This design comes from an exercise in tuning for small area and few clock cycles per item on the open sky130 flow, not from production work. Where RTL was checked, it was by simulation tests only, not by an equivalence proof against the original. Function not checked in runs 5, 6 and 8: the RTL went through the layout flow alone. No driver is modelled on the clock port, so clock power and skew are understated where the tree is cut down; a real chip needs a root buffer or a tree. Power and IR drop assume default switching activity.

<file path="design/flow/flow/run.sh">
#!/bin/bash
# Standard ORFS layout with these changes:
# - synthesis maps logic with an area-oriented ABC script (flow/abc_area.script);
#   everything else in synthesis is the standard script (registers unchanged);
# - the synthesized logic is set to its smallest drive strengths before
#   floorplan (flow/downsize.tcl); the flow's repair steps size up as needed;
# - port buffers use the smallest buffer;
# - CTS without dummy loads.
set -euo pipefail
here=$(cd "$(dirname "$0")" && pwd)
work=$(pwd)
rm -rf "$work/scripts_abc"
cp -r "$FLOW_HOME/scripts" "$work/scripts_abc"
cp "$here/abc_area.script" "$work/scripts_abc/abc_speed.script"
export SCRIPTS_DIR="$work/scripts_abc"
export BUFFER_PORTS_ARGS="-buffer_cell sky130_fd_sc_hd__buf_1"
export PRE_FLOORPLAN_TCL="$here/downsize.tcl"
export CTS_ARGS="-sink_clustering_enable -repair_clock_nets -dont_use_dummy_load -sink_clustering_size 50 -sink_clustering_max_diameter 1000 -sink_clustering_levels 1"
bash standard.sh > standard.log 2>&1
</file>
<file path="design/flow/flow/abc_area.script">
&get -n
&st
&dch
&nf -R 1000 -p
&put
topo
</file>
<file path="design/flow/flow/downsize.tcl">
# Before floorplan: set every combinational cell to its smallest drive
# strength; the flow's own repair steps size up what timing, slew or
# capacitance then needs.
set n 0
foreach inst [get_cells *] {
  set cell [get_property $inst ref_name]
  if {![regexp {^(sky130_fd_sc_hd__[a-z0-9]+)_([0-9]+)$} $cell -> base drv]} { continue }
  if {[string match "*__df*" $base] || [string match "*__edf*" $base] || [string match "*__sdf*" $base] || [string match "*__dl*" $base] || [string match "*clk*" $base] || [string match "*conb*" $base]} { continue }
  if {$drv <= 1} { continue }
  set lc [get_lib_cells -quiet */${base}_1]
  if {[llength $lc] == 0} { continue }
  if {[get_property [lindex $lc 0] dont_use]} { continue }
  replace_cell $inst [lindex $lc 0]
  incr n
}
puts "downsize.tcl: $n cells set to drive strength 1"
</file>
<file path="design/flow/standard.sh">
#!/bin/bash
# synth_recipe.tcl (not shown) runs the flow's synth.tcl, then flattens the netlist and writes it again
# the make line also repeats each setting of config.mk as NAME=value (left out here)
make -C /OpenROAD-flow-scripts/flow DESIGN_CONFIG=/design/flow/config.mk WORK_HOME=/design/flow/orfs CLKGATE_MAP_FILE= SYNTH_SCRIPT=/design/flow/synth_recipe.tcl "${@:-finish}"
</file>
<file path="design/flow/config.mk">
export PLATFORM = sky130hd
export DESIGN_NAME = IS42S16320D
export DESIGN_NICKNAME = IS42S16320D
export VERILOG_FILES = /design/flow/design.v
export SDC_FILE = /design/flow/constraint.sdc
export NUM_CORES = 4
export LEC_CHECK = 0
export CAP_MARGIN = 20
export CORE_MARGIN = 2
export CORE_UTILIZATION = 40
export SLEW_MARGIN = 20
</file>
<file path="design/flow/constraint.sdc">
create_clock -name core_clock -period 10.0 [get_ports {ipClk}]
set_input_delay 2.0000 -clock core_clock [delete_from_list [all_inputs] [get_ports {ipClk}]]
set_output_delay 2.0000 -clock core_clock [all_outputs]
set_load 0.01 [all_outputs]
</file>
<file path="design/flow/design.v">
module IS42S16320D(
  input            ipClk,  
  input            ipReset,
  input      [24:0]ipAddress,
  input      [ 1:0]ipByteEnable,
  output reg       opWaitRequest,
  input      [15:0]ipWriteData,
  input            ipWrite,
  input            ipRead,
  output reg [15:0]opReadData,
  output reg       opReadDataValid,
  output           opCKE,
  output reg       opnCS,
  output reg       opnRAS,
  output reg       opnCAS,
  output reg       opnWE,
  output reg [12:0]opA,
  output reg [ 1:0]opBA,
  output reg [ 1:0]opDQM,
  output reg [15:0]opDQ,
  output reg       opDQ_en,
  input      [15:0]ipDQ
);
assign opCKE = 1'b1;
reg [ 9:0]RefreshCount;
reg [ 4:0]InitCount;     
reg       Busy;          
reg [ 1:0]RasWait;       
reg [ 3:0]BankOpen;
reg [ 3:0]BankCur;       
reg [12:0]RowOpen;
reg [ 3:0]ReadPipe;      
wire Tick     = &RefreshCount;
wire Window   = ~|RefreshCount[9:5] & ~(RefreshCount[4] & |RefreshCount[3:0]);
wire Slot5    = ~|RefreshCount[9:4] & (RefreshCount[3:0] == 4'd5);
wire Slot11   = ~|RefreshCount[9:4] & (RefreshCount[3:0] == 4'd11);
wire Ready    = InitCount[4];
wire InitRef  = InitCount[3] & (InitCount[2] ^ (InitCount[1] & InitCount[0]));
wire InitMRS  = ~InitCount[4] & (&InitCount[3:0]);
wire Active   = InitRef | InitMRS | Ready;
wire Request  = ipRead | ipWrite;
wire [1:0]Bank = ipAddress[11:10];
wire RowHit   = ipAddress[24:12] == RowOpen;
wire AnyOpen  = |BankOpen;
wire BankHit  = BankCur[Bank] & RowHit;
wire Serve    = Ready & ~Window & Request & ~Busy;
wire WriteOk  = ~ReadPipe[2] & ~ReadPipe[3] & (~ReadPipe[0] | &ipByteEnable);
wire NeedPre  = Serve & BankOpen[Bank] & ~BankHit;
wire DoRW     = Serve & BankHit & (ipRead | WriteOk);
wire DoAct    = Serve & ~BankOpen[Bank];
wire DoPre    = ((Active & Window & AnyOpen & ~Busy) | NeedPre) & ~|RasWait;
wire DoRef    = (InitRef | Ready) & (Slot5 | Slot11);
wire DoMRS    = InitMRS & Slot5;
always @(*) begin
  opWaitRequest   = ~DoRW & (Request | ~Ready);
  opReadData      = ipDQ;
  opReadDataValid = ReadPipe[2];
  opnCS  = 1'b0;
  opnRAS = ~(DoAct | DoPre | DoRef | DoMRS);
  opnCAS = ~(DoRW | DoRef | DoMRS);
  opnWE  = ~((DoRW & ipWrite) | DoPre | DoMRS);
  opBA        = Bank & {2{Ready}};
  opA[12:11]  = ipAddress[24:23] & {2{Ready}};
  opA[10]     = DoPre | (Ready & ~BankOpen[Bank] & ipAddress[22]);
  opA[ 9: 0]  = ~Ready  ? 10'h030 :
                BankHit ? ipAddress[9:0] : ipAddress[21:12];
  opDQ    = ipWriteData;
  opDQM   = ~ipByteEnable & {2{~ReadPipe[0]}};
  opDQ_en = ipWrite & ~ReadPipe[2] & ~ReadPipe[3];
end
always @(posedge ipClk) begin
  if(ipReset) begin
    InitCount    <= 0;
    BankOpen     <= 4'hF;  
  end else begin
    if(Tick & ~Ready) InitCount <= InitCount + 1'b1;
    if(DoPre) begin
      BankOpen <= 4'h0;
      BankCur  <= 4'h0;
    end else if(DoAct) begin
      BankOpen[Bank] <= 1'b1;
      if(RowHit) BankCur[Bank] <= 1'b1;
      else       BankCur       <= 4'h1 << Bank;
    end
  end
  RefreshCount <= RefreshCount + 1'b1;
  Busy <= DoAct | DoPre;
  if(DoAct)                RasWait <= 2'd3;
  else if(DoRW & ipWrite)  RasWait <= 2'd1;
  else if(|RasWait)        RasWait <= RasWait - 1'b1;
  ReadPipe <= {ReadPipe[2:0], DoRW & ipRead};
  if(DoAct) RowOpen <= ipAddress[24:12];
end
endmodule
</file>
==> results of run 1 <==
==> per-layer routing <==
layer  global-route usage (%)  up-vias  routed length [um]
li1                         -      848                   -
met1                     17.7      749                1970
met2                     25.2       55                2030
met3                     4.82       13                 262
met4                     5.27        0                  91
met5                        0        -                   0
==> cell type report <==
class | instances | area [um2]
inverter | 4 | 15.0
tap | 70 | 87.6
multi-input combinational | 161 | 955
fill | 510 | 2740
sequential | 43 | 1030
timing repair buffer | 55 | 214
clock buffer | 5 | 68.8
==> sequential cells by signal, indices dropped and copies added, names as in the netlist <==
| signal | flops |
|---|---|
| BankOpen | 4 |
| RasWait | 2 |
| InitCount | 5 |
| RowOpen | 13 |
| Busy | 1 |
| ReadPipe | 4 |
| BankCur | 4 |
| RefreshCount | 10 |
==> worst paths after layout <==
path,slack (ns),cells past startpoint,endpoint,from
min reg2reg,0.33,0,ReadPipe[2],ReadPipe[1]
max,3.38,11,opnRAS,ipAddress[17]
min,0.33,0,ReadPipe[2],ReadPipe[1]
max reg2reg,6.92,9,BankCur[1],RowOpen[11]
==> metrics by stage <==
step | setup slack (ns) | util, % | cell area [um2] | power (mW) | instances
after floorplan | 4.10 | - | 2130 | 0.228 | 242
after global placement | 3.45 | 45.1 | 2300 | 0.236 | 333
after detailed placement | 3.33 | 45.1 | 2300 | 0.236 | 333
after CTS | 3.31 | 46.4 | 2370 | 0.334 | 338
after global routing | 3.04 | 46.4 | 2370 | 0.347 | 338
final | 3.38 | 46.4 | 2370 | 0.331 | 338
==> worst max-delay path, cell delays in order <==
cell and delay (ns):
buf_1 0.17, xnor2_1 0.14, nand4_1 0.11, nor4_1 0.67, nand2_1 0.46, a31oi_1 0.29, nor3_1 0.07, buf_4 0.17
or2_0 0.23, nor2_1 0.13, buf_1 0.17
==> power groups by stage <==
| stage | registers [mW] | clock network (mW) | logic, mW |
|---|---|---|---|
| after floorplan | 0.196 | 0 | 0.0316 |
| after global placement | 0.198 | 0 | 0.0379 |
| after detailed placement | 0.198 | 0 | 0.0384 |
| after CTS | 0.194 | 0.102 | 0.0387 |
| after global routing | 0.195 | 0.109 | 0.0432 |
| final | 0.194 | 0.0990 | 0.0381 |
==> placed cells by master, fill, tap and decap left out, types with 3 or more instances in the layout <==
master and count:
nand2_1 19, a21oi_1 12, nand3_1 6, xnor2_1 17
nor3_1 7, nor2_1 33, clkbuf_8 5, clkinv_1 4
o21bai_1 4, buf_1 53, o21ai_0 10, xor2_1 6
nand4_1 3, nand3b_1 3, edfxtp_1 17, ha_1 5
and2_0 5, dfxtp_1 26, nor2b_1 5, nor4_1 3
==> metrics.md, run 1 <==
| Metric | Value |
|---|---|
| Clk buf depth | 2 |
| HPWL after detailed placement | 3270 um |
| Fin crit period | 6.62 ns |
| # nets final | 338 |
| Row count | 26 |
| Switching share of power | 24.6% |
| WP data required | 8.00 ns |
| RSZ-0062 raised after global routing | no |
| Status | complete, no violations |
| Mapped Nets | 310 |
| Routability cong. | 0.747 |
| Hold-fix buffers, CTS | 0 |
| Root buf cell | clkbuf_8 |
| Pin count of the biggest net entering global routing | 20 |
| Core Area | 5110 um2 |
| VDD IR max | 69.2 uV |
| Critical path startpoint category | input pin |
| Part of the power in combinational logic | 11.5% |
| Reg clk slew, reported paths | 0.07 ns |
| Setup TNS | 0 ns |
| CTS tree | done |
| CTS H-tree depth | 2 |
| Clk sinks | 43 |
| Die H | 76.9 um |
| MaxCap Viol Count | 0 |
| CP arrival | 4.62 ns |
| Vias in the first global route | 1577 |
| Vias per cell | 4.93 |
| Yosys warning count | 1 |
| GRT Util Overall | 14.9% |
| Leakage power | 0.883 nW |
| # DRC | 0 |
| Sequential Power Share | 58.6% |
| First-pass GRT wire length | 7160 um |
| Starting Density | 41.7% |
| Routed length per instance | 12.9 um |
| Period utilization | 66.2% |
| Worst min path class | flip-flop to flip-flop |
| Setup repair bufs after CTS | 0 |
| Max Clock Freq | 151 MHz |
| Pins over their slew limit | 0 |
| Die X | 76.9 um |
| P_int | 250 uW |
| Initial antenna violation count | 0 |
| First-pass DRT Iterations | 4 |
| Crit path max fanout | 11 |
| Syn Inst Count | 242 |
| Worst Setup Path Type | input pin to primary output |
| Via total after detailed routing | 1665 |
| Clock power share | 29.9% |
| Num CTS Buffers | 5 |
| Grt ovf | 0 |
| P_sw | 81.3 uW |
| Total routed wirelength | 4360 um |
| Share of layout cells above drive strength 1 | 2.61% |
| Remaining antenna violation count | 0 |
| Worst-Margin Slew | 0.783 ns |
| Worst-Skew Late Latency | 0.30 ns |
| Headroom to the max-slew limit | 47.3% |
| Iter 0 DRT Violations | 91 |
| Clock Skew | 0.0148 ns |
| Port bufs | 53 |
| Pwr dens | 140 nW/um2 |
| Ports | 120 |
| Cts repair resizes | 0 |
| Crit end category | primary output |
| Final setup vio count | 0 |
| Antenna cells | 0 |
| Final Hold Vio Count | 0 |
| Die area | 5920 um2 |
| Worst hold slack | 0.330 ns |
Testbench counts, summed over its fixed seeds: cycles 66,518, items 24,000.
==> inputs of run 2 (changes only) <==
==> design/flow/flow/abc_area.script (replaced) <==
strash
dch -f
amap
topo
==> run 2 against run 1 <==
- critical endpoint is now opnWE
- combinational power is 3% lower
- core utilization is 0.22 points lower
- synthesized cell count is 0.83% higher
- cell count is 0.89% higher
- routed wire length is 1.2% higher
- hold slack better by 0.0035 ns
- still clean on timing, DRC and antenna
- critical path type unchanged
- die area is 0.73% lower
- power is 1.4% lower
==> metrics.md, run 2 <==
| Metric | Value |
|---|---|
| CP Cell Sequence | buf_1, clkinv_1, nor2_1, a32oi_1, a21oi_1, clkinv_1, a31oi_1, nor3_1, buf_2, nor3_1, buf_1 |
| Setup ws final | 3.74 ns |
| Vias in the first global route | 1544 |
| First-pass DRT Iterations | 4 |
| # nets final | 341 |
| RR Startpoint | InitCount[4] |
| Die H | 76.7 um |
| Tot Pwr | 326 uW |
| Core Area | 5110 um2 |
| Vias per cell | 4.98 |
| Routability cong. | 0.777 |
| Total routed wirelength | 4410 um |
| Starting Density | 41.4% |
| Largest registers | RowOpen (13), RefreshCount (10), InitCount (5) |
| Worst-Skew Late Latency | 0.29 ns |
| Antenna cells | 0 |
| Leakage power | 0.790 nW |
| Die X | 76.7 um |
| Largest reg by FF count | RowOpen |
| Share of layout cells above drive strength 1 | 2.95% |
| Setup TNS | 0 ns |
| CP peak stage delay | 0.33 ns |
| CTS H-tree depth | 2 |
| Pins over their slew limit | 0 |
| VDD IR max | 63.5 uV |
| # fillers | 519 |
| Pwr dens | 138 nW/um2 |
| Fin area | 2360 um2 |
| HPWL after detailed placement | 3380 um |
| Pre-CTS setup slack | 3.54 ns |
| CP top delay family | buffers and inverters |
| CP arrival | 4.26 ns |
| Die area | 5880 um2 |
| Worst Setup Path Type | input pin to primary output |
| Yosys warning count | 1 |
| WP data required | 8.00 ns |
| Hold-fix buffers, CTS | 0 |
| Most common library cell in the layout ignoring fill and taps | buf_1 |
| Critical path startpoint category | input pin |
| Commonest non-fill, non-tap cells in the layout | buf_1 (53), clkinv_1 (29), nor2_1 (29) |
| Worst path buffer plus inverter count | 5 |
| Grt ovf | 0 |
| Cts repair resizes | 0 |
| Num CTS Buffers | 5 |
| Row count | 26 |
| Final Non-Filler Cells | 341 |
| Pin count of the biggest net entering global routing | 20 |
| Max Clock Freq | 160 MHz |
| Routed length per instance | 12.9 um |
| RSZ-0062 raised after global routing | no |
| # DRC | 0 |
| GRT Util Overall | 15.5% |
| Syn Inst Count | 244 |
| Placed insts | 335 |
| Period utilization | 62.6% |
| Crit path max fanout | 12 |
| Mapped Nets | 312 |
| Multi-input gate area | 845 um2 |
| Remaining antenna violation count | 0 |
| Final Hold Vio Count | 0 |
| Initial antenna violation count | 0 |
| Register area | 1030 um2 |
| Status | complete, no violations |
| First-pass GRT wire length | 7150 um |
| Headroom to the max-slew limit | 55.8% |
| Clk buf depth | 2 |
| CP Launch Point | ipAddress[10] |
| Reg clk slew, reported paths | 0.07 ns |
| Final setup vio count | 0 |
| Slowest-stage cell, CP | clkinv_1 |
| Iter 0 DRT Violations | 96 |
| Worst min path class | flip-flop to flip-flop |
| CTS tree | done |
| Fin crit period | 6.26 ns |
| Clock Skew | 0.00884 ns |
| Clk sinks | 43 |
| Max FFs per register | 13 |
| Placement Cell Area | 2290 um2 |
| Worst-Margin Slew | 0.658 ns |
| MaxCap Viol Count | 0 |
| Worst Min Path Start | ReadPipe[1] |
| Ports | 120 |
| Setup repair bufs after CTS | 0 |
| Via total after detailed routing | 1697 |
| Port bufs | 53 |
| Root buf cell | clkbuf_8 |
| Crit end category | primary output |
run 2: final timing paths:
path,end,slack [ns],depth (start not counted)
worst min-delay path,ReadPipe[2],0.33,0
worst min register to register,ReadPipe[2],0.33,0
worst max register to register,BankCur[3],7.07,6
worst max-delay path,opnWE,3.74,11
run 2: where the power goes:
| part | internal, mW | switching (mW) |
|---|---|---|
| Clock | 0.0450 | 0.0515 |
| Sequential | 0.188 | 0.00468 |
| Combinational | 0.0145 | 0.0224 |
run 2: layout make-up:
cell class / count / share of cell area [%]
Sequential cell: 43 / 43.7
Multi-Input combinational cell: 138 / 35.8
Timing Repair Buffer: 56 / 9.28
Inverter: 29 / 4.61
Tap cell: 70 / 3.71
Clock buffer: 5 / 2.92
run 2: through the flow:
| step | util (%) | hold slack (ns) |
|---|---|---|
| 3_5_place_dp | 44.8 | 0.316 |
| 6_report | 46.2 | 0.333 |
| 3_3_place_gp | 44.8 | 0.310 |
| 4_1_cts | 46.1 | 0.339 |
| 2_1_floorplan | - | 0.310 |
| 5_1_grt | 46.2 | 0.358 |
run 2: layer usage:
| metal | global-route usage (%) | part of all wire [%] | vias up |
|---|---|---|---|
| met5 | 0 | 0 | - |
| met4 | 8.73 | 3.8 | 0 |
| met3 | 4.71 | 7.1 | 15 |
| met2 | 23.6 | 41 | 61 |
| met1 | 19.7 | 48 | 730 |
| li1 | - | - | 891 |
==> inputs of run 3 (changes only) <==
--- a/design/flow/flow/run.sh
+++ b/design/flow/flow/run.sh
@@ -7,3 +7,4 @@
 # - port buffers use the smallest buffer;
-# - CTS without dummy loads.
+# - CTS without dummy loads; the clock port drives the leaf clock buffers
+#   directly (flow/noroot.tcl).
 set -euo pipefail
@@ -18,2 +19,3 @@
 export CTS_ARGS="-sink_clustering_enable -repair_clock_nets -dont_use_dummy_load -sink_clustering_size 50 -sink_clustering_max_diameter 1000 -sink_clustering_levels 1"
+export POST_CTS_TCL="$here/noroot.tcl"
 bash standard.sh > standard.log 2>&1
==> design/flow/flow/noroot.tcl (new file) <==
set block [ord::get_db_block]
set pnet [$block findNet ipClk]
set its [$pnet getITerms]
if {[llength $its] == 1} {
  set root [[lindex $its 0] getInst]
  set rnet [[$root findITerm X] getNet]
  set loads {}
  set ok 1
  foreach it [$rnet getITerms] {
    set inst [$it getInst]
    if {$inst == $root} { continue }
    if {![string match "sky130_fd_sc_hd__clkbuf_*" [[$inst getMaster] getName]]} { set ok 0 }
    lappend loads $it
  }
  if {$ok && [llength $loads] <= 4} {
    foreach it $loads {
      $it disconnect
      $it connect $pnet
    }
    [lindex $its 0] disconnect
    odb::dbInst_destroy $root
    odb::dbNet_destroy $rnet
    puts "noroot.tcl: removed root buffer; port drives [llength $loads] clock buffers"
  } else {
    puts "noroot.tcl: root kept"
  }
}
==> run 3 against run 2 <==
- still clean
- power fell by 5.6%
- die area unchanged
- flip-flop and latch count did not move
- non-clock buffer count unchanged
- sequential share of layout area is 0.26 points higher
- count of clock-buffer cells in the layout down 1
- register-to-register slack is essentially flat
- sequential power is essentially flat
- maximum frequency about the same
- cell count decreased by 0.29%
- synthesized cell count unchanged
- critical path type unchanged
==> metrics.md, run 3 <==
| Metric | Value |
|---|---|
| Pre-CTS setup slack | 3.54 ns |
| # nets final | 340 |
| Syn Inst Count | 244 |
| GRT Util Overall | 15.0% |
| Final Hold Vio Count | 0 |
| Via total after detailed routing | 1697 |
| Worst r2r path cells | 6 |
| R2R Path End | BankCur[3] |
| Pins over their slew limit | 0 |
| RSZ-0062 raised after global routing | no |
| Crit end category | primary output |
| RR Startpoint | InitCount[4] |
| Clock Skew | 0.00882 ns |
| Most common library cell in the layout ignoring fill and taps | buf_1 |
| Met2 Use GR | 23.6% |
| WHS Path Cells | 0 |
| Largest reg by FF count | RowOpen |
| Remaining antenna violation count | 0 |
| # fillers | 522 |
| Initial antenna violation count | 0 |
| Yosys warning count | 1 |
| Vias in the first global route | 1536 |
| First-pass DRT Iterations | 4 |
| # DRC | 0 |
| Iter 0 DRT Violations | 118 |
| Setup ws final | 3.75 ns |
| CP arrival | 4.25 ns |
| Routability cong. | 0.777 |
| Setup TNS | 0 ns |
| First-pass GRT wire length | 7080 um |
| Core Area | 5110 um2 |
| CP top delay family | buffers and inverters |
| Total routed wirelength | 4370 um |
| VDD IR max | 64.0 uV |
| Slowest-stage cell, CP | clkinv_1 |
| Vias per cell | 4.99 |
| Reg clk slew, reported paths | 0.07 ns |
| CP peak stage delay | 0.33 ns |
| Critical path startpoint category | input pin |
| Slack of the worst reg-to-reg path | 7.08 ns |
| Share of layout cells above drive strength 1 | 2.59% |
| Max FFs per register | 13 |
| Clk sinks | 43 |
| Routed length per instance | 12.9 um |
| Worst path buffer plus inverter count | 5 |
| Met1 Use GR | 19.7% |
| Most utilized layer in the global route result | met2 |
| Commonest non-fill, non-tap cells in the layout | buf_1 (53), clkinv_1 (29), nor2_1 (29) |
| Max Clock Freq | 160 MHz |
| Largest registers | RowOpen (13), RefreshCount (10), InitCount (5) |
| Die area | 5880 um2 |
| Crit path max fanout | 12 |
| Pin count of the biggest net entering global routing | 20 |
| CP Cell Sequence | buf_1, clkinv_1, nor2_1, a32oi_1, a21oi_1, clkinv_1, a31oi_1, nor3_1, buf_2, nor3_1, buf_1 |
| Worst-Skew Late Latency | 0.14 ns |
| Final setup vio count | 0 |
| Die H | 76.7 um |
| Die X | 76.7 um |
| Tot Pwr | 308 uW |
| Leakage power | 0.782 nW |
| Grt ovf | 0 |
| Pwr dens | 131 nW/um2 |
| HPWL after detailed placement | 3380 um |
| Met3 usage | 4.00% |
| Headroom to the max-slew limit | 55.7% |
| Fin crit period | 6.25 ns |
| MaxCap Viol Count | 0 |
| Mapped Nets | 312 |
| Starting Density | 41.4% |
| Worst-Margin Slew | 0.658 ns |
| Port bufs | 53 |
| Worst Min Path Start | ReadPipe[1] |
| Endpoint, Worst Hold | ReadPipe[2] |
| Period utilization | 62.5% |
| Status | complete, no violations |
| Ports | 120 |
| Antenna cells | 0 |
| Worst Setup Path Type | input pin to primary output |
| Worst min path class | flip-flop to flip-flop |
| WP data required | 8.00 ns |
| Row count | 26 |
-- run 3: cell count changes in the layout (fill, tap and decap cells not counted), sizes merged --
cell    previous run  this run
clkbuf             5         4
-- run 3: worst max path at each step --
stage / from / end / slack [ns] / cells after the start
6_report: ipAddress[10] / opnWE / 3.75 / 11
2_1_floorplan: ipAddress[19] / opnRAS / 3.78 / 11
5_1_grt: ipAddress[10] / opnRAS / 3.42 / 12
3_3_place_gp: ipAddress[10] / opnRAS / 3.61 / 11
3_5_place_dp: ipAddress[19] / opnRAS / 3.54 / 13
-- run 3: routing by layer --
layer	part of all wire (%)	wire, um	vias up
met5	0	0	-
met4	3.2	142	0
met3	7.0	307	13
met2	41	1810	61
met1	48	2110	735
li1	-	-	888
-- run 3: final cells by class --
cell class / instances / area (um2) / share of cell area (%)
clock buffer: 4 / 55.1 / 2.35
inverter: 29 / 109 / 4.64
multi-input combinational: 138 / 845 / 36.0
sequential: 43 / 1030 / 43.9
tap: 70 / 87.6 / 3.73
timing repair buffer: 56 / 219 / 9.33
-- run 3: per-stage QoR --
stage	hold slack, ns	utilization (%)	cell area (um2)	std cells
final	0.333	45.9	2350	340
after global routing	0.358	45.9	2350	340
after detailed placement	0.316	44.8	2290	335
after global placement	0.310	44.8	2290	335
after floorplan	0.310	-	2110	244
-- run 3: report_power, final --
part	internal [mW]	switching, mW	leakage [nW]
clock	0.0365	0.0419	0.0288
combinational	0.0145	0.0225	0.389
sequential	0.188	0.00464	0.365
total	0.239	0.0690	0.782
==> inputs of run 4 (changes only) <==
--- a/design/flow/flow/noroot.tcl
+++ b/design/flow/flow/noroot.tcl
@@ -15,2 +15,3 @@
   if {$ok && [llength $loads] <= 4} {
+    set m4 [[ord::get_db] findMaster sky130_fd_sc_hd__clkbuf_4]
     foreach it $loads {
@@ -18,2 +19,3 @@
       $it connect $pnet
+      [$it getInst] swapMaster $m4
     }
==> run 4 against run 3 <==
- still clean on timing, DRC and antenna
- maximum frequency barely moved
- critical path depth did not move
- die area did not move
- sequential power barely moved
- clock skew rose by 0.0069 ns
- synthesized cell count did not move
- global-route usage barely moved
- critical path type unchanged
- critical endpoint unchanged
==> metrics.md, run 4 <==
| Metric | Value |
|---|---|
| Slowest-stage cell, CP | clkinv_1 |
| Worst min path class | flip-flop to flip-flop |
| CP Launch Point | ipAddress[10] |
| Worst-Margin Slew | 0.658 ns |
| Clock Skew | 0.0157 ns |
| Die H | 76.7 um |
| Commonest non-fill, non-tap cells in the layout | buf_1 (53), clkinv_1 (29), nor2_1 (29) |
| Crit end category | primary output |
| Worst Setup Path Type | input pin to primary output |
| Tot Pwr | 291 uW |
| Core Area | 5110 um2 |
| Worst hold slack | 0.341 ns |
| HPWL after detailed placement | 3380 um |
| Setup TNS | 0 ns |
| Grt ovf | 0 |
| Period utilization | 62.6% |
| Worst-Skew Late Latency | 0.17 ns |
| Fin crit period | 6.26 ns |
| Largest registers | RowOpen (13), RefreshCount (10), InitCount (5) |
| CP Cell Sequence | buf_1, clkinv_1, nor2_1, a32oi_1, a21oi_1, clkinv_1, a31oi_1, nor3_1, buf_2, nor3_1, buf_1 |
| Status | complete, no violations |
| Initial antenna violation count | 0 |
| Worst Min Path Start | ReadPipe[1] |
| Iter 0 DRT Violations | 101 |
| Antenna cells | 0 |
| Most common library cell in the layout ignoring fill and taps | buf_1 |
| WP data required | 8.00 ns |
| Slack of the worst reg-to-reg path | 7.07 ns |
| Syn Inst Count | 244 |
| # nets final | 340 |
| Die X | 76.7 um |
| Remaining antenna violation count | 0 |
| Vias in the first global route | 1537 |
| Max Clock Freq | 160 MHz |
| Port bufs | 53 |
| Vias per cell | 4.99 |
| Routed length per instance | 12.8 um |
| Reg clk slew, reported paths | 0.10 ns |
| CP arrival | 4.26 ns |
| First-pass DRT Iterations | 4 |
| Mapped Nets | 312 |
| WHS Path Cells | 0 |
| GRT Util Overall | 15.0% |
| Final Hold Vio Count | 0 |
| Share of layout cells above drive strength 1 | 2.59% |
| MaxCap Viol Count | 0 |
| First-pass GRT wire length | 7070 um |
| Ports | 120 |
| Clk sinks | 43 |
| Pwr dens | 125 nW/um2 |
| Endpoint, Worst Hold | ReadPipe[2] |
| Largest reg by FF count | RowOpen |
| CP peak stage delay | 0.33 ns |
| Via total after detailed routing | 1698 |
| Yosys warning count | 1 |
| # DRC | 0 |
| Critical path startpoint category | input pin |
| Routability cong. | 0.777 |
| RR Startpoint | InitCount[4] |
| Headroom to the max-slew limit | 55.8% |
| Final setup vio count | 0 |
| VDD IR max | 64.5 uV |
| Crit path max fanout | 12 |
| Starting Density | 41.4% |
| RSZ-0062 raised after global routing | no |
| Row count | 26 |
| Worst r2r path cells | 6 |
| Max FFs per register | 13 |
| Final core occ | 45.4% |
| R2R Path End | BankCur[3] |
| Pins over their slew limit | 0 |
| Leakage power | 0.772 nW |
| Total routed wirelength | 4370 um |
| Die area | 5880 um2 |
| Pin count of the biggest net entering global routing | 20 |
run 4: cell types whose count changed in the layout (fill, tap and decap cells not counted):
cell      previous run  this run
clkbuf_8             4         0
clkbuf_4             0         4
run 4: area by class of cell:
cell class / instances / area [um2]
tap: 70 / 87.6
fill: 523 / 2790
inverter: 29 / 109
multi-input combinational: 138 / 845
timing repair buffer: 56 / 219
sequential: 43 / 1030
clock buffer: 4 / 30.0
run 4: per-layer routing:
metal / part of all wire [%] / track usage (%) / vias up
li1: - / - / 891
met1: 48 / 19.6 / 733
met2: 41 / 23.6 / 62
met3: 7.2 / 4.00 / 12
met4: 3.2 / 6.00 / 0
met5: 0 / 0 / -
run 4: where the power goes:
| part | leakage [nW] | switching [mW] | total, mW | internal, mW |
|---|---|---|---|---|
| registers | 0.365 | 0.00465 | 0.193 | 0.188 |
| clock network | 0.0184 | 0.0420 | 0.0612 | 0.0192 |
| logic | 0.389 | 0.0225 | 0.0369 | 0.0145 |
run 4: worst max-delay path by stage:
stage               endpoint  cells past startpoint  slack [ns]
finish                 opnWE                     11        3.74
global route          opnRAS                     12        3.42
detailed placement    opnRAS                     13        3.54
global placement      opnRAS                     11        3.61
floorplan             opnRAS                     11        3.78
run 4: through the flow:
| stage | cell area, um2 | worst slack [ns] | cells |
|---|---|---|---|
| final | 2320 | 3.74 | 340 |
| after global routing | 2320 | 3.42 | 340 |
| after detailed placement | 2290 | 3.54 | 335 |
| after global placement | 2290 | 3.61 | 335 |
| after floorplan | 2110 | 3.78 | 244 |
run 4: worst max-delay path: cells and delay by family:
kind | cells | cell delay (ns)
buf+inv | 5 | 1.11
compound gates | 3 | 0.58
simple gates | 3 | 0.57
==> inputs of run 5 (changes only) <==
--- a/design/flow/design.v
+++ b/design/flow/design.v
@@ -26,3 +26,2 @@
 reg [ 4:0]InitCount;     
-reg       Busy;          
 reg [ 1:0]RasWait;       
@@ -45,2 +44,3 @@
 wire BankHit  = BankCur[Bank] & RowHit;
+wire Busy     = &RasWait;
 wire Serve    = Ready & ~Window & Request & ~Busy;
@@ -86,4 +86,3 @@
   RefreshCount <= RefreshCount + 1'b1;
-  Busy <= DoAct | DoPre;
-  if(DoAct)                RasWait <= 2'd3;
+  if(DoAct | DoPre)        RasWait <= 2'd3;
   else if(DoRW & ipWrite)  RasWait <= 2'd1;
==> run 5 against run 4 <==
- clock skew up 0.0019 ns
- worst setup slack got worse by 0.63 ns
- still clean on timing, DRC and antenna
- highest routed layer unchanged
- flip-flop and latch count down 1
- combinational power up 12%
- first-iteration DRC count fell by 62%
- cell area is 0.54% higher
- critical path type unchanged
==> metrics.md, run 5 <==
| Metric | Value |
|---|---|
| Vias in the first global route | 1589 |
| Worst Setup Path Type | input pin to primary output |
| Max FFs per register | 13 |
| Initial antenna violation count | 0 |
| Worst-Margin Slew | 0.608 ns |
| Pwr dens | 125 nW/um2 |
| Row count | 26 |
| Core Area | 5110 um2 |
| Total routed wirelength | 4250 um |
| Placed insts | 344 |
| HPWL after detailed placement | 3320 um |
| Reg clk slew, reported paths | 0.11 ns |
| Metal2 WL | 1840 um |
| Pin count of the biggest net entering global routing | 20 |
| Largest registers | RowOpen (13), RefreshCount (10), InitCount (5) |
| Status | complete, no violations |
| CP Cell Sequence | buf_1, xor2_1, nor4_1, nand3_1, nor2_1, clkinv_1, a21oi_1, nor3_1, buf_4, a211oi_1, buf_1 |
| Routed length per instance | 12.2 um |
| Starting Density | 41.7% |
| Period utilization | 68.9% |
| Final Non-Filler Cells | 348 |
| Critical path startpoint category | input pin |
| Clk sinks | 42 |
| Slack of the worst reg-to-reg path | 6.69 ns |
| Routed wl met3 | 335 um |
| Highest metal used | met4 |
| Die H | 77.0 um |
| Most common library cell in the layout ignoring fill and taps | buf_1 |
| Clock power share | 20.9% |
| Via total after detailed routing | 1732 |
| Slowest-stage cell, CP | nor2_1 |
| Setup TNS | 0 ns |
| Grt ovf | 0 |
| # fillers | 539 |
| Final Hold Vio Count | 0 |
| Sequential Power Share | 65.0% |
| # nets final | 348 |
| Vias per cell | 4.98 |
| Routability cong. | 0.758 |
| Final setup vio count | 0 |
| Die area | 5920 um2 |
| Fin crit period | 6.89 ns |
| Crit end category | primary output |
| Final core occ | 45.7% |
| CP arrival | 4.89 ns |
| Antenna cells | 0 |
| Crit path max fanout | 13 |
| Switching share of power | 24.6% |
| Die X | 77.0 um |
| Remaining antenna violation count | 0 |
| Share of layout cells above drive strength 1 | 2.16% |
| Tot Pwr | 292 uW |
| Port bufs | 53 |
| Headroom to the max-slew limit | 59.1% |
| VDD IR max | 63.6 uV |
| Max Clock Freq | 145 MHz |
| WP data required | 8.00 ns |
| GRT Util Overall | 14.7% |
| Worst path buffer plus inverter count | 4 |
| CP top delay family | simple AND/OR/NAND/NOR gates |
| Part of the power in combinational logic | 14.1% |
| Clock Skew | 0.0176 ns |
| CP peak stage delay | 0.55 ns |
| Ports | 120 |
| RSZ-0062 raised after global routing | no |
| Worst hold slack | 0.340 ns |
| Mapped Nets | 321 |
| First-pass DRT Iterations | 4 |
| MaxCap Viol Count | 0 |
| Yosys warning count | 1 |
| P_int | 220 uW |
| # DRC | 0 |
| Critical path's most frequent cell | buf_1 |
| Worst min path class | flip-flop to flip-flop |
| Wl on met1 | 2020 um |
| Pins over their slew limit | 0 |
| P_sw | 71.7 uW |
| Syn Inst Count | 253 |
| Largest reg by FF count | RowOpen |
| Commonest non-fill, non-tap cells in the layout | buf_1 (53), clkinv_1 (34), nor2_1 (32) |
| Worst-Skew Late Latency | 0.17 ns |
| Leakage power | 0.769 nW |
| Iter 0 DRT Violations | 38 |
| First-pass GRT wire length | 7090 um |
-- run 5: worst register-to-register path: stages (launching register included) --
cell and delay, ns:
edfxtp_1 0.39, xor2_1 0.17, nor4_1 0.39, nand3_1 0.25
nor2_1 0.55, clkinv_1 0.49, a21oi_1 0.24, nor3_1 0.12
buf_4 0.18, nor2_1 0.14, nor2_1 0.12
-- run 5: worst paths after layout --
check                                    to  depth (start not counted)          start
worst max-delay path                  opnWE                         11  ipAddress[16]
worst min register to register  ReadPipe[2]                          0    ReadPipe[1]
worst min-delay path            ReadPipe[2]                          0    ReadPipe[1]
worst max register to register   BankCur[3]                         10     RowOpen[4]
-- run 5: power groups by stage --
| stage | logic (mW) | clock network (mW) | registers (mW) |
|---|---|---|---|
| global placement | 0.0409 | 0 | 0.194 |
| detailed placement | 0.0414 | 0 | 0.194 |
| global route | 0.0465 | 0.0705 | 0.191 |
| floorplan | 0.0338 | 0 | 0.192 |
| finish | 0.0413 | 0.0610 | 0.190 |
-- run 5: area by class of cell --
type | count | area, um2 | share of cell area [%]
inverter | 34 | 128 | 5.47
tap | 70 | 87.6 | 3.75
sequential | 42 | 1010 | 43.3
clock buffer | 4 | 30.0 | 1.29
multi-input combinational | 143 | 863 | 37.0
timing repair buffer | 55 | 214 | 9.17
-- run 5: routing by layer --
metal  global-route usage (%)  vias to the layer above
met5                        0                        -
met4                     4.18                        0
met3                     4.12                        9
met2                     24.4                       66
met1                     18.6                      749
li1                         -                      908
-- run 5: stage by stage --
stage | setup slack, ns | cell area (um2)
final | 3.11 | 2330
after global routing | 2.82 | 2330
after detailed placement | 3.05 | 2300
after global placement | 3.07 | 2300
after floorplan | 3.95 | 2130
==> inputs of run 6 (changes only) <==
--- a/design/flow/design.v
+++ b/design/flow/design.v
@@ -25,3 +25,4 @@
 reg [ 9:0]RefreshCount;
-reg [ 4:0]InitCount;     
+reg [ 3:0]InitCount;     
+reg       Busy;          
 reg [ 1:0]RasWait;       
@@ -35,6 +36,7 @@
 wire Slot11   = ~|RefreshCount[9:4] & (RefreshCount[3:0] == 4'd11);
-wire Ready    = InitCount[4];
-wire InitRef  = InitCount[3] & (InitCount[2] ^ (InitCount[1] & InitCount[0]));
-wire InitMRS  = ~InitCount[4] & (&InitCount[3:0]);
-wire Active   = InitRef | InitMRS | Ready;
+wire Slot17   = ~|RefreshCount[9:5] & (RefreshCount[4:0] == 5'd17);
+wire Ready    = &InitCount;
+wire Active   = InitCount[3] & (InitCount[2] | (InitCount[1] & InitCount[0]));
+wire InitRef  = Active & ~Ready;
+wire InitMRS  = (InitCount == 4'd14);
 wire Request  = ipRead | ipWrite;
@@ -44,3 +46,2 @@
 wire BankHit  = BankCur[Bank] & RowHit;
-wire Busy     = &RasWait;
 wire Serve    = Ready & ~Window & Request & ~Busy;
@@ -52,3 +53,3 @@
 wire DoRef    = (InitRef | Ready) & (Slot5 | Slot11);
-wire DoMRS    = InitMRS & Slot5;
+wire DoMRS    = InitMRS & Slot17;
 always @(*) begin
@@ -64,4 +65,4 @@
   opA[10]     = DoPre | (Ready & ~BankOpen[Bank] & ipAddress[22]);
-  opA[ 9: 0]  = ~Ready  ? 10'h030 :
-                BankHit ? ipAddress[9:0] : ipAddress[21:12];
+  opA[ 9: 0]  = BankHit ? ipAddress[9:0] : ipAddress[21:12];
+  if(~Ready) {opA[8:4], opA[2:0]} = 8'b00011000;  
   opDQ    = ipWriteData;
@@ -86,3 +87,4 @@
   RefreshCount <= RefreshCount + 1'b1;
-  if(DoAct | DoPre)        RasWait <= 2'd3;
+  Busy <= DoAct | DoPre;
+  if(DoAct)                RasWait <= 2'd3;
   else if(DoRW & ipWrite)  RasWait <= 2'd1;
==> run 6 against run 5 <==
- via count increased by 2.4%
- die area decreased by 0.44%
- non-clock buffer count unchanged
- count of clock-buffer cells in the layout unchanged
- sequential power decreased by 6%
- clock skew increased by 0.00097 ns
- clock power decreased by 0.8%
- register-to-register slack got worse by 0.32 ns
- routed wire length increased by 6.0%
- first-iteration DRC count increased by 120%
- combinational power decreased by about 60%
- cell count decreased by 0.29%
- highest routed layer unchanged
==> metrics.md, run 6 <==
| Metric | Value |
|---|---|
| Syn Inst Count | 252 |
| Pwr dens | 110 nW/um2 |
| Worst-Margin Slew | 0.879 ns |
| Max Clock Freq | 137 MHz |
| Tot Pwr | 255 uW |
| WP data required | 8.00 ns |
| # nets final | 348 |
| MaxCap Viol Count | 0 |
| Mapped Nets | 321 |
| Worst Setup Path Type | input pin to primary output |
| Remaining antenna violation count | 0 |
| Port bufs | 53 |
| Period utilization | 73.1% |
| Antenna cells | 0 |
| Clk sinks | 42 |
| Routability cong. | 0.751 |
| GRT Util Overall | 15.5% |
| RR Startpoint | InitCount[0] |
| First-pass DRT Iterations | 4 |
| Worst Min Path Start | ReadPipe[1] |
| Slowest-stage cell, CP | nor2_1 |
| Total routed wirelength | 4500 um |
| Worst path buffer plus inverter count | 6 |
| Worst r2r path cells | 10 |
| Die X | 76.8 um |
| Core Area | 5110 um2 |
| Reg clk slew, reported paths | 0.12 ns |
| Final setup vio count | 0 |
| Max FFs per register | 13 |
| CP top delay family | simple AND/OR/NAND/NOR gates |
| Slack of the worst reg-to-reg path | 6.37 ns |
| HPWL after detailed placement | 3400 um |
| Crit path max fanout | 12 |
| Iter 0 DRT Violations | 83 |
| # fillers | 519 |
| CP Cell Sequence | buf_1, clkinv_1, nand2_1, o21ai_0, nor4_1, nand3_1, nor2_1, clkinv_1, a31oi_1, nor3_1, clkbuf_2, nor2_1, clkinv_1, nor2_1, buf_1 |
| R2R Path End | BankCur[0] |
| Vias in the first global route | 1610 |
| CP peak stage delay | 0.73 ns |
| Via total after detailed routing | 1774 |
| Headroom to the max-slew limit | 41.2% |
| Commonest non-fill, non-tap cells in the layout | buf_1 (53), clkinv_1 (32), nor2_1 (31) |
| Status | complete, no violations |
| Clock Skew | 0.0186 ns |
| Largest reg by FF count | RowOpen |
| Worst-Skew Late Latency | 0.17 ns |
| Row count | 26 |
| Most common library cell in the layout ignoring fill and taps | buf_1 |
| CP arrival | 5.31 ns |
| Endpoint, Worst Hold | ReadPipe[2] |
| Worst min path class | flip-flop to flip-flop |
| Routed length per instance | 13.0 um |
| VDD IR max | 53.1 uV |
| RSZ-0062 raised after global routing | no |
| Ports | 120 |
| Setup TNS | 0 ns |
| Initial antenna violation count | 0 |
| Crit end category | primary output |
| Share of layout cells above drive strength 1 | 2.17% |
| Pins over their slew limit | 0 |
| Grt ovf | 0 |
| Largest registers | RowOpen (13), RefreshCount (10) |
| Fin crit period | 7.31 ns |
| Final Hold Vio Count | 0 |
| Pin count of the biggest net entering global routing | 20 |
| # DRC | 0 |
| Die area | 5900 um2 |
| Leakage power | 0.759 nW |
| Vias per cell | 5.11 |
| Die H | 76.8 um |
| First-pass GRT wire length | 7440 um |
| Yosys warning count | 1 |
| WHS Path Cells | 0 |
| Critical path startpoint category | input pin |
| Starting Density | 41.5% |
[run 6: layout make-up]
type / instances / area (um2) / share of cell area [%]
Clock buffer: 4 / 30.0 / 1.29
Multi-Input combinational cell: 144 / 861 / 37.1
Sequential cell: 42 / 1010 / 43.6
Timing Repair Buffer: 55 / 211 / 9.11
Inverter: 32 / 120 / 5.18
Tap cell: 70 / 87.6 / 3.77
[run 6: how the worst max path moves through the flow]
stage                       start  endpoint  slack [ns]  depth (start not counted)
finish              ipAddress[24]    opnRAS        2.69                         15
global route        ipAddress[24]    opnRAS        2.10                         15
detailed placement  ipAddress[24]    opnRAS        2.72                         14
global placement    ipAddress[24]    opnRAS        2.80                         14
floorplan           ipAddress[19]    opnRAS        3.82                         11
[run 6: power breakdown]
group	internal [mW]	total (mW)	switching, mW
sequential	0.178	0.178	0.0000000000000000426
combinational	0.00631	0.0165	0.0102
clock	0.0192	0.0605	0.0413
[run 6: worst register-to-register path: cells and delay by family, from the launching register on]
family / cells / cell delay (ns)
buf+inv: 3 / 0.80
flops: 1 / 0.39
compound gates: 1 / 0.15
fa+ha+maj: 1 / 0.17
simple gates: 5 / 1.80
[run 6: through the flow]
stage / utilization (%) / instance area (um2) / cells / hold slack (ns) / worst slack, ns
finish: 45.4 / 2320 / 347 / 0.342 / 2.69
global route: 45.4 / 2320 / 347 / 0.357 / 2.10
detailed placement: 44.8 / 2290 / 342 / 0.316 / 2.72
global placement: 44.8 / 2290 / 342 / 0.312 / 2.80
floorplan: - / 2120 / 252 / 0.310 / 3.82
[run 6: layer usage]
metal	wire length, um	share of wire [%]	global-route usage [%]	vias up
met5	0	0	0	-
li1	-	-	-	905
met3	351	7.8	5.53	8
met2	2040	45	24.6	75
met4	49	1.1	4.91	0
met1	2060	46	19.8	786
==> inputs of run 7 (changes only) <==
--- a/design/flow/design.v
+++ b/design/flow/design.v
@@ -25,3 +25,3 @@
 reg [ 9:0]RefreshCount;
-reg [ 3:0]InitCount;     
+reg [ 4:0]InitCount;     
 reg       Busy;          
@@ -36,7 +36,6 @@
 wire Slot11   = ~|RefreshCount[9:4] & (RefreshCount[3:0] == 4'd11);
-wire Slot17   = ~|RefreshCount[9:5] & (RefreshCount[4:0] == 5'd17);
-wire Ready    = &InitCount;
-wire Active   = InitCount[3] & (InitCount[2] | (InitCount[1] & InitCount[0]));
-wire InitRef  = Active & ~Ready;
-wire InitMRS  = (InitCount == 4'd14);
+wire Ready    = InitCount[4];
+wire InitRef  = InitCount[3] & (InitCount[2] ^ (InitCount[1] & InitCount[0]));
+wire InitMRS  = ~InitCount[4] & (&InitCount[3:0]);
+wire Active   = InitRef | InitMRS | Ready;
 wire Request  = ipRead | ipWrite;
@@ -52,4 +51,7 @@
 wire DoPre    = ((Active & Window & AnyOpen & ~Busy) | NeedPre) & ~|RasWait;
+wire [3:0]Stale   = BankOpen & ~BankCur;
+wire [1:0]StaleBank = {~Stale[0] & ~Stale[1], ~Stale[0] & (Stale[1] | ~Stale[2])};
+wire DoPreS   = Ready & Busy & |Stale;
 wire DoRef    = (InitRef | Ready) & (Slot5 | Slot11);
-wire DoMRS    = InitMRS & Slot17;
+wire DoMRS    = InitMRS & Slot5;
 always @(*) begin
@@ -59,10 +61,10 @@
   opnCS  = 1'b0;
-  opnRAS = ~(DoAct | DoPre | DoRef | DoMRS);
+  opnRAS = ~(DoAct | DoPre | DoPreS | DoRef | DoMRS);
   opnCAS = ~(DoRW | DoRef | DoMRS);
-  opnWE  = ~((DoRW & ipWrite) | DoPre | DoMRS);
-  opBA        = Bank & {2{Ready}};
+  opnWE  = ~((DoRW & ipWrite) | DoPre | DoPreS | DoMRS);
+  opBA        = DoPreS ? StaleBank : Bank & {2{Ready}};
   opA[12:11]  = ipAddress[24:23] & {2{Ready}};
-  opA[10]     = DoPre | (Ready & ~BankOpen[Bank] & ipAddress[22]);
-  opA[ 9: 0]  = BankHit ? ipAddress[9:0] : ipAddress[21:12];
-  if(~Ready) {opA[8:4], opA[2:0]} = 8'b00011000;  
+  opA[10]     = DoPre | (DoAct & ipAddress[22]);
+  opA[ 9: 0]  = ~Ready  ? 10'h030 :
+                BankHit ? ipAddress[9:0] : ipAddress[21:12];
   opDQ    = ipWriteData;
@@ -80,2 +82,4 @@
       BankCur  <= 4'h0;
+    end else if(DoPreS) begin
+      BankOpen[StaleBank] <= 1'b0;
     end else if(DoAct) begin
--- a/design/flow/flow/noroot.tcl
+++ b/design/flow/flow/noroot.tcl
@@ -19,3 +19,9 @@
       $it connect $pnet
-      [$it getInst] swapMaster $m4
+      # a leaf with at most 10 sinks is driven well enough by clkbuf_4
+      set leaf [$it getInst]
+      set nsink [expr {[llength [[[$leaf findITerm X] getNet] getITerms]] - 1}]
+      if {$nsink <= 10} {
+        $leaf swapMaster $m4
+      }
+      puts "noroot.tcl: [$leaf getName] drives $nsink sinks: [[$leaf getMaster] getName]"
     }
==> run 7 against run 6 <==
- clock power up 19%
- still clean
- critical path type unchanged
- via count is 12% higher
- highest routed layer unchanged
- critical endpoint unchanged
- clock skew increased by 0.0077 ns
==> metrics.md, run 7 <==
| Metric | Value |
|---|---|
| Final Non-Filler Cells | 375 |
| CP Launch Point | ipAddress[19] |
| Ports | 120 |
| Commonest non-fill, non-tap cells in the layout | buf_1 (53), clkinv_1 (39), nor2_1 (38) |
| Pin count of the biggest net entering global routing | 16 |
| Port bufs | 53 |
| Yosys warning count | 1 |
| Sequential Power Share | 67.4% |
| Die area | 6240 um2 |
| Final setup vio count | 0 |
| Mapped Nets | 346 |
| Routability cong. | 0.935 |
| GRT Util Overall | 16.6% |
| HPWL after detailed placement | 4020 um |
| # nets final | 372 |
| Fin crit period | 7.59 ns |
| Slowest-stage cell, CP | a31oi_1 |
| Initial antenna violation count | 1 |
| VDD IR max | 55.8 uV |
| Endpoint, Worst Hold | ReadPipe[2] |
| Via total after detailed routing | 1991 |
| Setup TNS | 0 ns |
| Grt ovf | 0 |
| Status | complete, no violations |
| Syn Inst Count | 278 |
| Pins over their slew limit | 0 |
| Period utilization | 75.9% |
| Clock Skew | 0.0263 ns |
| Vias in the first global route | 1778 |
| Worst min path class | flip-flop to flip-flop |
| Clk sinks | 43 |
| P_int | 215 uW |
| CP Cell Sequence | buf_1, nand2_1, o21ai_0, o221ai_1, nor4_1, nand3_1, a31oi_1, clkinv_1, a31oi_1, nor3_1, nor2_1, clkinv_1, nor2_1, clkinv_1, nor2_1, buf_1 |
| # DRC | 0 |
| Iter 0 DRT Violations | 120 |
| Critical path startpoint category | input pin |
| Routed length per instance | 14.0 um |
| Worst r2r path cells | 14 |
| Reg clk slew, reported paths | 0.08 ns |
| Die X | 79.0 um |
| Die H | 79.0 um |
| Largest reg by FF count | RowOpen |
| CP peak stage delay | 0.78 ns |
| Core Area | 5470 um2 |
| Part of the power in combinational logic | 5.8% |
| Largest registers | RowOpen (13), RefreshCount (10), InitCount (5) |
| Switching share of power | 20.1% |
| Vias per cell | 5.31 |
| Final Hold Vio Count | 0 |
| Pwr dens | 109 nW/um2 |
| Clock power share | 26.8% |
| Headroom to the max-slew limit | 31.5% |
| P_sw | 54.1 uW |
| Starting Density | 41.1% |
| Share of layout cells above drive strength 1 | 1.66% |
| Slack of the worst reg-to-reg path | 5.95 ns |
| Crit path max fanout | 12 |
| First-pass DRT Iterations | 4 |
| Placed insts | 370 |
| # fillers | 579 |
| Worst Setup Path Type | input pin to primary output |
| Worst-Skew Late Latency | 0.16 ns |
| Row count | 27 |
| Leakage power | 0.801 nW |
| Total routed wirelength | 5240 um |
| MaxCap Viol Count | 0 |
| Worst Min Path Start | ReadPipe[1] |
| WHS Path Cells | 0 |
| RSZ-0062 raised after global routing | no |
| WP data required | 8.00 ns |
| CP arrival | 5.59 ns |
| Crit end category | primary output |
| RR Startpoint | RowOpen[7] |
| Worst-Margin Slew | 1.02 ns |
| Max FFs per register | 13 |
| Remaining antenna violation count | 0 |
| R2R Path End | BankOpen[0] |
| First-pass GRT wire length | 8270 um |
| Most common library cell in the layout ignoring fill and taps | buf_1 |
| Max Clock Freq | 132 MHz |
[run 7: worst max-delay path, delay by kind of cell]
kind            cells  cell delay [ns]
compound gates      4             1.26
buf+inv             5             1.21
simple gates        7             1.09
[run 7: power groups by stage]
stage	clock network, mW	registers (mW)	logic [mW]
after global routing	0.0804	0.182	0.0175
final	0.0722	0.182	0.0155
after detailed placement	0	0.186	0.0154
after floorplan	0	0.186	0.0146
after global placement	0	0.186	0.0154
[run 7: layer usage]
metal	global-route usage, %	share of wire [%]	up-vias
met2	25.3	45	96
met4	6.38	2.7	0
met1	21.9	43	874
met5	0	0	-
li1	-	-	996
met3	5.57	9.9	25
[run 7: worst max path at each step]
stage          endpoint  slack (ns)  cells past startpoint
2_1_floorplan    opnRAS        3.43                     13
3_3_place_gp     opnRAS        2.51                     16
3_5_place_dp     opnRAS        2.35                     16
5_1_grt          opnRAS        1.85                     16
6_report         opnRAS        2.41                     16
[run 7: layout make-up]
class	instances	area [um2]	area share [%]
multi-input combinational	162	943	38.3
timing repair buffer	54	206	8.38
sequential	43	1030	41.9
clock buffer	4	42.5	1.73
inverter	39	146	5.95
tap	72	90.1	3.66
antenna	1	2.50	0.102
[run 7: metrics by stage]
step / setup WS [ns] / area [um2] / hold slack [ns] / total power [mW] / util [%]
after floorplan: 3.43 / 2250 / 0.310 / 0.200 / -
after global routing: 1.85 / 2460 / 0.361 / 0.280 / 45.0
final: 2.41 / 2460 / 0.335 / 0.269 / 45.0
after detailed placement: 2.35 / 2420 / 0.319 / 0.201 / 44.2
after global placement: 2.51 / 2420 / 0.313 / 0.201 / 44.2
Testbench counts of run 7, summed over its fixed seeds: cycles 61,009, items 24,000.
==> inputs of run 8 (changes only) <==
--- a/design/flow/design.v
+++ b/design/flow/design.v
@@ -26,3 +26,2 @@
 reg [ 4:0]InitCount;     
-reg       Busy;          
 reg [ 1:0]RasWait;       
@@ -32,3 +31,3 @@
 reg [ 3:0]ReadPipe;      
-wire Tick     = &RefreshCount;
+wire Tick     = ~RefreshCount[9] & (&RefreshCount[8:0]);
 wire Window   = ~|RefreshCount[9:5] & ~(RefreshCount[4] & |RefreshCount[3:0]);
@@ -45,2 +44,3 @@
 wire BankHit  = BankCur[Bank] & RowHit;
+wire Busy     = &RasWait;
 wire Serve    = Ready & ~Window & Request & ~Busy;
@@ -91,4 +91,3 @@
   RefreshCount <= RefreshCount + 1'b1;
-  Busy <= DoAct | DoPre;
-  if(DoAct)                RasWait <= 2'd3;
+  if(DoAct | DoPre)        RasWait <= 2'd3;
   else if(DoRW & ipWrite)  RasWait <= 2'd1;
==> run 8 against run 7 <==
- still clean on timing, DRC and antenna
- maximum frequency rose by 2.9%
- cell count decreased by 1.3%
- non-clock buffer count is the same
- routed wire length shrank 3.6%
- die area is 0.16% lower
- register-to-register slack better by 0.33 ns
- largest cell class unchanged
- highest routed layer unchanged
==> metrics.md, run 8 <==
| Metric | Value |
|---|---|
| Status | complete, no violations |
| # DRC | 0 |
| Share of layout cells above drive strength 1 | 2.01% |
| Met1 Use GR | 19.9% |
| Reg clk slew, reported paths | 0.07 ns |
| RSZ-0062 raised after global routing | no |
| First-pass GRT wire length | 7940 um |
| Most utilized layer in the global route result | met2 |
| Iter 0 DRT Violations | 86 |
| Pwr dens | 108 nW/um2 |
| Worst Setup Path Type | input pin to primary output |
| Pre-CTS setup slack | 2.21 ns |
| Largest reg by FF count | RowOpen |
| Via total after detailed routing | 1912 |
| Max FFs per register | 13 |
| Ports | 120 |
| Syn Inst Count | 274 |
| GRT Util Overall | 15.9% |
| HPWL after detailed placement | 3930 um |
| Final setup vio count | 0 |
| Core Area | 5470 um2 |
| CP peak stage delay | 0.51 ns |
| Leakage power | 0.831 nW |
| # nets final | 369 |
| Starting Density | 41.0% |
| Met3 usage | 3.41% |
| Pins over their slew limit | 0 |
| Row count | 27 |
| Final core occ | 45.1% |
| Die H | 78.9 um |
| Crit end category | primary output |
| WP data required | 8.00 ns |
| Die area | 6230 um2 |
| # fillers | 572 |
| Port bufs | 53 |
| Crit path max fanout | 12 |
| VDD IR max | 47.6 uV |
| First-pass DRT Iterations | 4 |
| Met2 Use GR | 26.7% |
| Setup ws final | 2.62 ns |
| Grt ovf | 0 |
| Pin count of the biggest net entering global routing | 17 |
| Antenna cells | 0 |
| Fin crit period | 7.38 ns |
| Routed length per instance | 13.7 um |
| Headroom to the max-slew limit | 37.5% |
| Max Clock Freq | 136 MHz |
| Worst path buffer plus inverter count | 4 |
| Clock Skew | 0.00954 ns |
| Yosys warning count | 1 |
| Remaining antenna violation count | 0 |
| Slowest-stage cell, CP | a31oi_2 |
| Most common library cell in the layout ignoring fill and taps | buf_1 |
| Vias per cell | 5.17 |
| Mapped Nets | 343 |
| Total routed wirelength | 5050 um |
| Period utilization | 73.8% |
| Largest registers | RowOpen (13), RefreshCount (10), InitCount (5) |
| Worst min path class | flip-flop to flip-flop |
| CP top delay family | compound AO/OA/AOI/OAI gates |
| Final Hold Vio Count | 0 |
| Die X | 78.9 um |
| Worst-Skew Late Latency | 0.14 ns |
| Tot Pwr | 266 uW |
| CP arrival | 5.38 ns |
| Setup TNS | 0 ns |
| CP Cell Sequence | buf_1, clkinv_1, a211oi_1, o2111ai_1, a2111oi_0, nand3_1, a31oi_2, clkinv_1, a31oi_1, nor3_1, nor2_1, nand2_1, nor2_1, buf_1 |
| MaxCap Viol Count | 0 |
| Clk sinks | 42 |
| Vias in the first global route | 1753 |
| Commonest non-fill, non-tap cells in the layout | buf_1 (53), clkinv_1 (39), nor2_1 (38) |
| Initial antenna violation count | 0 |
| Critical path startpoint category | input pin |
| Worst-Margin Slew | 0.931 ns |
| Routability cong. | 0.954 |
[run 8: cell count changes in the layout (fill, tap and decap cells not counted), moves of 2 or more]
cell / delta
nor4_1: -4
o21ai_0: -4
nor2b_1: +2
a21oi_1: -6
nor3b_1: +2
nand2_1: -2
a22oi_1: -2
a211oi_1: +3
nor3_1: +3
[run 8: where the power goes]
part,internal (mW),total (mW),switching (mW)
clock,0.0322,0.0735,0.0413
sequential,0.178,0.178,0.00000000000000217
combinational,0.00561,0.0151,0.00951
[run 8: worst paths after layout]
kind,from,end,slack [ns],depth (start not counted)
max reg2reg,RowOpen[5],BankOpen[0],6.28,13
min reg2reg,ReadPipe[1],ReadPipe[2],0.33,0
min,ReadPipe[1],ReadPipe[2],0.33,0
max,ipAddress[16],opnRAS,2.62,14
[run 8: layer usage]
| metal | routed length [um] | vias up |
|---|---|---|
| met2 | 2330 | 52 |
| met1 | 2280 | 855 |
| met4 | 127 | 0 |
| met5 | 0 | - |
| met3 | 312 | 19 |
| li1 | - | 986 |
[run 8: cell type report]
class / instances / area (um2) / area share (%)
inverter: 39 / 146 / 5.93
multi-input combinational: 159 / 966 / 39.1
tap: 72 / 90.1 / 3.65
clock buffer: 4 / 48.8 / 1.98
timing repair buffer: 54 / 206 / 8.36
sequential: 42 / 1010 / 41.0
[run 8: through the flow]
stage                     hold WS [ns]  area (um2)  std cells
after detailed placement         0.315        2410        366
final                            0.332        2470        370
after global routing             0.337        2470        370
after floorplan                  0.310        2240        274
after global placement           0.313        2410        366
==> inputs of run 9 (changes only) <==
--- a/design/flow/design.v
+++ b/design/flow/design.v
@@ -31,3 +31,3 @@
 reg [ 3:0]ReadPipe;      
-wire Tick     = ~RefreshCount[9] & (&RefreshCount[8:0]);
+wire Tick     = &RefreshCount;
 wire Window   = ~|RefreshCount[9:5] & ~(RefreshCount[4] & |RefreshCount[3:0]);
==> run 9 against run 8 <==
- cell area fell by 0.76%
- critical path type unchanged
- non-clock buffer count up 1
- count of clock-buffer cells in the layout did not move
- via count rose by 0.58%
- highest routed layer unchanged
- largest cell class unchanged
- combinational power rose to 3.2 times the previous value
- global-route usage increased by 0.15 points
- flip-flop and latch count did not move
- critical endpoint unchanged
- power up 16%
- die area fell by 0.58%
- sequential power rose by 7%
==> metrics.md, run 9 <==
| Metric | Value |
|---|---|
| Setup ws final | 2.67 ns |
| R2R Path End | BankOpen[0] |
| CP Cell Sequence | buf_1, xor2_1, nor4_1, nand4_1, a21oi_1, clkinv_1, a21oi_1, nor3_1, nor2_1, nand2_1, nor2_1, buf_1 |
| Most common library cell in the layout ignoring fill and taps | buf_1 |
| Max Clock Freq | 136 MHz |
| Final Hold Vio Count | 0 |
| WP data required | 8.00 ns |
| Multi-input gate area | 953 um2 |
| Mapped Nets | 341 |
| Core Area | 5440 um2 |
| Setup TNS | 0 ns |
| Critical path startpoint category | input pin |
| First-pass GRT wire length | 7940 um |
| Slack of the worst reg-to-reg path | 6.26 ns |
| Pwr dens | 126 nW/um2 |
| Status | complete, no violations |
| RR Startpoint | RowOpen[9] |
| Commonest non-fill, non-tap cells in the layout | buf_1 (53), nor2_1 (39), clkinv_1 (37) |
| CP Launch Point | ipAddress[21] |
| GRT Util Overall | 16.1% |
| Die H | 78.7 um |
| Reg clk slew, reported paths | 0.09 ns |
| # DRC | 0 |
| Port bufs | 53 |
| Vias in the first global route | 1759 |
| First-pass DRT Iterations | 4 |
| VDD IR max | 92.3 uV |
| Share of layout cells above drive strength 1 | 2.01% |
| Die X | 78.7 um |
| Worst min path class | flip-flop to flip-flop |
| Pins over their slew limit | 0 |
| Largest registers | RowOpen (13), RefreshCount (10), InitCount (5) |
| Largest reg by FF count | RowOpen |
| Worst r2r path cells | 11 |
| Vias per cell | 5.20 |
| Fin crit period | 7.33 ns |
| Final setup vio count | 0 |
| Grt ovf | 0 |
| Iter 0 DRT Violations | 87 |
| Starting Density | 41.0% |
| MaxCap Viol Count | 0 |
| Crit end category | primary output |
| Worst-Margin Slew | 0.917 ns |
| Worst Setup Path Type | input pin to primary output |
| Ports | 120 |
| CP arrival | 5.33 ns |
| Worst path buffer plus inverter count | 3 |
| Die area | 6190 um2 |
| Routability cong. | 0.836 |
| HPWL after detailed placement | 3840 um |
| CP peak stage delay | 0.71 ns |
| Worst-Skew Late Latency | 0.17 ns |
| Remaining antenna violation count | 0 |
| Slowest-stage cell, CP | a21oi_1 |
| Register area | 1010 um2 |
| Leakage power | 0.805 nW |
| Antenna cells | 0 |
| Headroom to the max-slew limit | 38.4% |
| # fillers | 561 |
| Clk sinks | 42 |
| CP top delay family | simple AND/OR/NAND/NOR gates |
| Routed length per instance | 13.4 um |
| Crit path max fanout | 12 |
| Period utilization | 73.3% |
| Via total after detailed routing | 1923 |
| Max FFs per register | 13 |
| Initial antenna violation count | 0 |
| Row count | 27 |
| # nets final | 368 |
| Yosys warning count | 1 |
| Total routed wirelength | 4960 um |
| Critical path depth | 12 |
| Pin count of the biggest net entering global routing | 17 |
| Syn Inst Count | 273 |
| Clock Skew | 0.0302 ns |
| RSZ-0062 raised after global routing | no |
| Worst Setup EP | opnRAS |
| Pre-CTS setup slack | 2.69 ns |
## run 9: through the flow
stage	std cells	utilization (%)	hold slack [ns]	instance area, um2	power (mW)
3_5_place_dp	366	44.3	0.318	2410	0.243
3_3_place_gp	366	44.3	0.311	2410	0.243
2_1_floorplan	273	-	0.310	2230	0.232
6_report	370	45.0	0.335	2450	0.309
5_1_grt	370	45.0	0.342	2450	0.324
## run 9: worst reg2reg max path: cells and delay by family, from the launching register on
kind | cells | cell delay [ns]
buffers and inverters | 1 | 0.61
AO/OA/AOI/OAI | 4 | 1.26
XOR/XNOR | 1 | 0.17
flip-flops | 1 | 0.38
AND/OR/NAND/NOR | 5 | 1.16
## run 9: report_power, final
part / internal [mW] / leakage (nW) / switching [mW]
registers: 0.184 / 0.356 / 0.00631
logic: 0.0186 / 0.425 / 0.0300
clock network: 0.0279 / 0.0236 / 0.0420
total: 0.231 / 0.805 / 0.0783
## run 9: per-layer routing
metal	vias up	GRT usage [%]	share of wire [%]
met3	9	5.29	8.7
met2	86	25.3	43
li1	988	-	-
met1	840	21.5	47
met5	-	0	0
met4	0	3.33	1.2
## run 9: worst min-delay path by stage
| stage | from | slack [ns] | depth (start not counted) | to |
|---|---|---|---|---|
| after global placement | ReadPipe[1] | 0.31 | 0 | ReadPipe[2] |
| after floorplan | ReadPipe[1] | 0.31 | 0 | ReadPipe[2] |
| after detailed placement | ReadPipe[1] | 0.32 | 0 | ReadPipe[2] |
| final | ReadPipe[1] | 0.34 | 0 | ReadPipe[2] |
| after global routing | ReadPipe[1] | 0.34 | 0 | ReadPipe[2] |
## run 9: layout make-up
type,instances,area share (%)
timing repair buffer,55,8.73
inverter,37,5.67
tap,72,3.68
clock buffer,4,1.74
sequential,42,41.3
multi-input combinational,160,38.9
Testbench counts of run 9, summed over its fixed seeds: cycles 61,009, items 24,000.

## re-timing with driven ports
No port has a modelled driver above. Below, the same layouts with a new extraction and two added sets of constraints.
Step 1 assumes that a clkbuf_16 drives the clock port and a buf_2 every other input.
Step 2 times the ports against the registers' clock, not the clock port: input delays grow and output delays shrink by t, the midpoint of the rising clock arrivals with the driver on.
Slacks: ideal / step 1 / step 2; pairs: ideal / step 1.
run | t, ns | setup WS [ns] | latest minus earliest clock arrival (ns) | slew at the worst register clock pin (ns)
run 1 | 0.312 | 3.385 / 3.361 / 3.361 | 0.015 / 0.015 | 0.08 / 0.08
run 2 | 0.312 | 3.742 / 3.721 / 3.721 | 0.009 / 0.009 | 0.08 / 0.08
run 3 | 0.184 | 3.745 / 3.724 / 3.724 | 0.009 / 0.009 | 0.08 / 0.08
run 4 | 0.210 | 3.741 / 3.720 / 3.720 | 0.016 / 0.016 | 0.12 / 0.12
run 5 | 0.208 | 3.112 / 3.092 / 3.092 | 0.018 / 0.018 | 0.12 / 0.12
run 6 | 0.210 | 2.694 / 2.668 / 2.668 | 0.019 / 0.019 | 0.12 / 0.12
run 7 | 0.202 | 2.409 / 2.385 / 2.385 | 0.026 / 0.026 | 0.11 / 0.11
run 8 | 0.187 | 2.624 / 2.600 / 2.600 | 0.009 / 0.010 | 0.08 / 0.08
run 9 | 0.201 | 2.673 / 2.650 / 2.650 | 0.030 / 0.030 | 0.11 / 0.11
After both steps setup and hold are still met in every run listed. For run 6, which loses most, drivers alone change the setup slack by -0.026 ns; drivers and shift together by -0.026 ns.
